Context: an optimization exercise on an open-source flow, tuned for small area and a short achievable clock period. The choices shown serve that exercise and are no tape-out recipe. Only simulation tests tie the RTL to the original design; equivalence was not proved.

## the baseline
==> flow/design.v (excerpt) <==
module metronome_top #(
	parameter BTN_WAIT_WIDTH	= 10,	 
	parameter BTN_HOLD_WIDTH	= 12,	 
	parameter LED_HOLD_WIDTH	= 8,	 
	parameter LIFE_LED_WIDTH	= 10,	 
	parameter SSI_TIMER_WIDTH	= 6		 
)(
	input 			i_clk,
	input 			i_reset,
	input 			i_uart_rx,
	input	[3:0]	i_control_btns,
	output	[3:0]	o_led_n,
	output reg [6:0] o_ssi_segments,
	output reg [3:0] o_ssi_code
);
Size in the first run: about 1000 cells after synthesis, roughly 11000 µm² of cells after synthesis.
==> flow/config.mk <==
export PLATFORM = sky130hd
export DESIGN_NAME = metronome_top
export DESIGN_NICKNAME = metronome_top
export VERILOG_FILES = /design/flow/design.v
export SDC_FILE = /design/flow/constraint.sdc
export NUM_CORES = 4
export LEC_CHECK = 0
export ABC_AREA = 1
export CAP_MARGIN = 20
export CORE_MARGIN = 2
export CORE_UTILIZATION = 70
export CTS_BUF_LIST = sky130_fd_sc_hd__clkbuf_8
export CTS_CLUSTER_DIAMETER = 60
export CTS_CLUSTER_SIZE = 15
export SLEW_MARGIN = 20
export BUFFER_PORTS_ARGS = -buffer_cell sky130_fd_sc_hd__buf_2
==> flow/constraint.sdc <==
create_clock -name core_clock -period 140.0 [get_ports {i_clk}]
set_input_delay 28.0000 -clock core_clock [delete_from_list [all_inputs] [get_ports {i_clk}]]
set_output_delay 28.0000 -clock core_clock [all_outputs]
set_load 0.01 [all_outputs]
standard.sh (not shown) runs the stock make flow with config.mk's settings and CLKGATE_MAP_FILE= SYNTH_SCRIPT=/design/flow/synth_recipe.tcl, a recipe that flattens the netlist after the stock synthesis.
==> flow/flow/run.sh <==
#!/bin/bash
# The standard layout, with two changes:
#  - after the standard synthesis, the combinational logic is re-mapped by
#    flow/reopt.tcl with the ABC script flow/reopt.abc (flip-flops, adder
#    cells and their instance names are kept as they are);
#  - the port buffers are sky130_fd_sc_hd__buf_2.
set -euo pipefail
here=$(pwd)
echo 'export BUFFER_PORTS_ARGS = -buffer_cell sky130_fd_sc_hd__buf_2' >> config.mk
bash standard.sh synth > standard_synth.log 2>&1
res=$here/orfs/results/sky130hd/metronome_top/base
cp $res/1_2_yosys.v $here/standard_synth_netlist.v
REOPT_LIB=$FLOW_HOME/platforms/sky130hd/lib/sky130_fd_sc_hd__tt_025C_1v80.lib \
REOPT_IN=$here/standard_synth_netlist.v \
REOPT_TOP=$FLOW_TOP \
REOPT_ABC=$here/flow/reopt.abc \
REOPT_OUT=$res/1_2_yosys.v \
	yosys -c flow/reopt.tcl > reopt.log 2>&1
rm -f $res/1_synth.odb $res/1_synth.sdc
bash standard.sh finish > standard_finish.log 2>&1
Other scripts of this flow, unchanged in this note and not shown: flow/flow/reopt.abc, flow/flow/reopt.tcl
## Diff of input files: the candidate against the baseline
-- flow/design.v --
<<< the baseline, line 11
	input	[3:0]	i_control_btns,
	output	[3:0]	o_led_n,
	output reg [6:0] o_ssi_segments,
	output reg [3:0] o_ssi_code
);
>>> the candidate, line 11
	input	[3:0]	i_control_btns,
	output	[3:0]	o_led_n,
	output	[6:0]	o_ssi_segments,
	output reg [3:0] o_ssi_code
);
<<< the baseline, line 26
	wire		life_end		= &timer[LIFE_LED_WIDTH-1:0];
	wire [1:0]	ssi_sel			= timer[SSI_TIMER_WIDTH+1:SSI_TIMER_WIDTH];
	reg life_led_n;
	always @(posedge i_clk, posedge i_reset)
		if (i_reset)	life_led_n <= 1'b1;
		else			life_led_n <= life_led_n ^ life_end;
	reg [3:0] btn_d1, btn_lock;
	reg [3:0] btn_d2, btn_act;
>>> the candidate, line 26
	wire		life_end		= &timer[LIFE_LED_WIDTH-1:0];
	wire [1:0]	ssi_sel			= timer[SSI_TIMER_WIDTH+1:SSI_TIMER_WIDTH];
	reg life_led;
	always @(posedge i_clk, posedge i_reset)
		if (i_reset)	life_led <= 1'b0;
		else			life_led <= life_led ^ life_end;
	reg [3:0] btn_d1, btn_lock;
	reg [3:0] btn_d2, btn_act;
<<< the baseline, line 129
	reg [33:0]	bpm;
	reg			bpm_changed;
	reg			led_600_n, led_9999_n;
	wire p1 = btn_act[0], p5 = btn_act[1], p10 = hold[0];
	wire m1 = btn_act[2], m5 = btn_act[3], m10 = hold[1];
>>> the candidate, line 129
	reg [33:0]	bpm;
	reg			bpm_changed;
	reg			led_600, led_9999;
	wire p1 = btn_act[0], p5 = btn_act[1], p10 = hold[0];
	wire m1 = btn_act[2], m5 = btn_act[3], m10 = hold[1];
<<< the baseline, line 148
		if (i_reset) begin
			bpm			<= 0;
			led_600_n	<= 1'b1;
			led_9999_n	<= 1'b1;
		end else begin
			bpm			<= bpm_next;
			led_600_n	<= ~(bpm_next >= 34'd600);
			led_9999_n	<= ~(bpm_next >= 34'd9999);
		end
	always @(posedge i_clk)
>>> the candidate, line 148
		if (i_reset) begin
			bpm			<= 0;
			led_600		<= 1'b0;
			led_9999	<= 1'b0;
		end else begin
			bpm			<= bpm_next;
			led_600		<= bpm_next >= 34'd600;
			led_9999	<= bpm_next >= 34'd9999;
		end
	always @(posedge i_clk)
<<< the baseline, line 176
		if (i_reset)	trig <= 1'b0;
		else			trig <= beat_hit;
	reg							led_on, beat_led_n;
	reg [LED_HOLD_WIDTH-1:0]	led_cnt;
	wire [LED_HOLD_WIDTH-1:0]	led_inc;
>>> the candidate, line 176
		if (i_reset)	trig <= 1'b0;
		else			trig <= beat_hit;
	reg							led_on, beat_led;
	reg [LED_HOLD_WIDTH-1:0]	led_cnt;
	wire [LED_HOLD_WIDTH-1:0]	led_inc;
<<< the baseline, line 191
		if (i_reset) begin
			led_on		<= 1'b0;
			beat_led_n	<= 1'b1;
		end else begin
			led_on		<= led_on ? ~led_end : trig;
			beat_led_n	<= ~(led_on & ~led_end);
		end
	always @(posedge i_clk)
		led_cnt <= led_on ? led_inc : {LED_HOLD_WIDTH{1'b0}};
	assign o_led_n = {beat_led_n, led_9999_n, led_600_n, life_led_n};
	function [3:0] div10_step;
		input [3:0] r;
>>> the candidate, line 191
		if (i_reset) begin
			led_on		<= 1'b0;
			beat_led	<= 1'b0;
		end else begin
			led_on		<= led_on ? ~led_end : trig;
			beat_led	<= led_on & ~led_end;
		end
	always @(posedge i_clk)
		led_cnt <= led_on ? led_inc : {LED_HOLD_WIDTH{1'b0}};
	assign o_led_n = ~{beat_led, led_9999, led_600, life_led};
	function [3:0] div10_step;
		input [3:0] r;
<<< the baseline, line 248
		endcase
	reg [3:0] ssi_digit;
	always @(posedge i_clk, posedge i_reset)
		if (i_reset) begin
			o_ssi_code		<= 4'b0000;
			ssi_digit		<= 4'd0;
			o_ssi_segments	<= 7'b1000000;
		end else begin
			case (ssi_sel)
>>> the candidate, line 248
		endcase
	reg [3:0] ssi_digit;
	reg [6:0] ssi_seg;	 
	assign o_ssi_segments = ssi_seg ^ 7'b1000000;
	always @(posedge i_clk, posedge i_reset)
		if (i_reset) begin
			o_ssi_code		<= 4'b0000;
			ssi_digit		<= 4'd0;
			ssi_seg			<= 7'b0000000;
		end else begin
			case (ssi_sel)
<<< the baseline, line 262
			ssi_digit <= dig_big ? 4'd9 : dig_sel;
			case (ssi_digit)
				4'd1:		o_ssi_segments <= 7'b1111001;
				4'd2:		o_ssi_segments <= 7'b0100100;
				4'd3:		o_ssi_segments <= 7'b0110000;
				4'd4:		o_ssi_segments <= 7'b0011001;
				4'd5:		o_ssi_segments <= 7'b0010010;
				4'd6:		o_ssi_segments <= 7'b0000010;
				4'd7:		o_ssi_segments <= 7'b1111000;
				4'd8:		o_ssi_segments <= 7'b0000000;
				4'd9:		o_ssi_segments <= 7'b0010000;
				default:	o_ssi_segments <= 7'b1000000;
			endcase
		end
>>> the candidate, line 264
			ssi_digit <= dig_big ? 4'd9 : dig_sel;
			case (ssi_digit)
				4'd1:		ssi_seg <= 7'b0111001;
				4'd2:		ssi_seg <= 7'b1100100;
				4'd3:		ssi_seg <= 7'b1110000;
				4'd4:		ssi_seg <= 7'b1011001;
				4'd5:		ssi_seg <= 7'b1010010;
				4'd6:		ssi_seg <= 7'b1000010;
				4'd7:		ssi_seg <= 7'b0111000;
				4'd8:		ssi_seg <= 7'b1000000;
				4'd9:		ssi_seg <= 7'b1010000;
				default:	ssi_seg <= 7'b0000000;
			endcase
		end
--- outcome ---
Looking at routed length on met2 across the baseline and the candidate, the one that comes out lower is the baseline. On design area: between the baseline and the candidate, it ends up higher for the candidate. Post-detailed-routing wire length: the candidate vs the baseline up 7.1%. The baseline and the candidate ended up with nearly the same maximum clock rate. Cmp the baseline and the candidate / mapped cell area / higher: the candidate. On longest individual stage delay on the worst path: between the baseline and the candidate, it ends up lower for the candidate. Diff the baseline..the candidate | non-clock buffer share of cell area | negligible. Final cell count without fillers of the candidate exceeds that of the baseline by a few percent. Of the two values seen for critical path's slowest cell, sky130_fd_sc_hd__dfrtp_1 was produced by the candidate and sky130_fd_sc_hd__dfstp_2 by the baseline. Share of the cycle needed by the critical path after routing delta (the candidate -> the baseline): insignificant. [compare] base=the baseline new=the candidate: synthesized instance count climbed about 4%; worst hold slack has increased; multi-input combinational cell count climbed 32.

static timing again, ports no longer ideal:
The results above use ideal ports. As a check the final layouts listed here were re-extracted and re-timed, cells and wires unchanged. Step 1, drivers: a clkbuf_16 drives i_clk and a buf_2 each remaining input, both assumed. Step 2 moves the port delays by t, midway between the first and last clock arrival at a register: inputs arrive t later, outputs are due t later. That takes back most of the time a late clock gives input paths. Three values: ideal, step 1, step 2; two values: the first two.
| run | t, ns | slack for setup (ns) | worst hold slack (ns) | worst setup path at the end | worst slew at a driven data input, ns |
|---|---|---|---|---|---|
| the baseline | 0.536 | 110.838 / 110.800 / 110.896 | 0.384 / 0.384 / 0.384 | input, reset recovery | 0.03 |
| the candidate | 0.554 | 110.924 / 110.884 / 110.880 | 0.400 / 0.400 / 0.400 | input, reset recovery | 0.03 |
After both steps setup and hold are still met in every run listed. The setup slack of the candidate, which loses most, moves by -0.040 ns with the drivers and by -0.044 ns with both steps. Setup slack includes reset recovery checks.
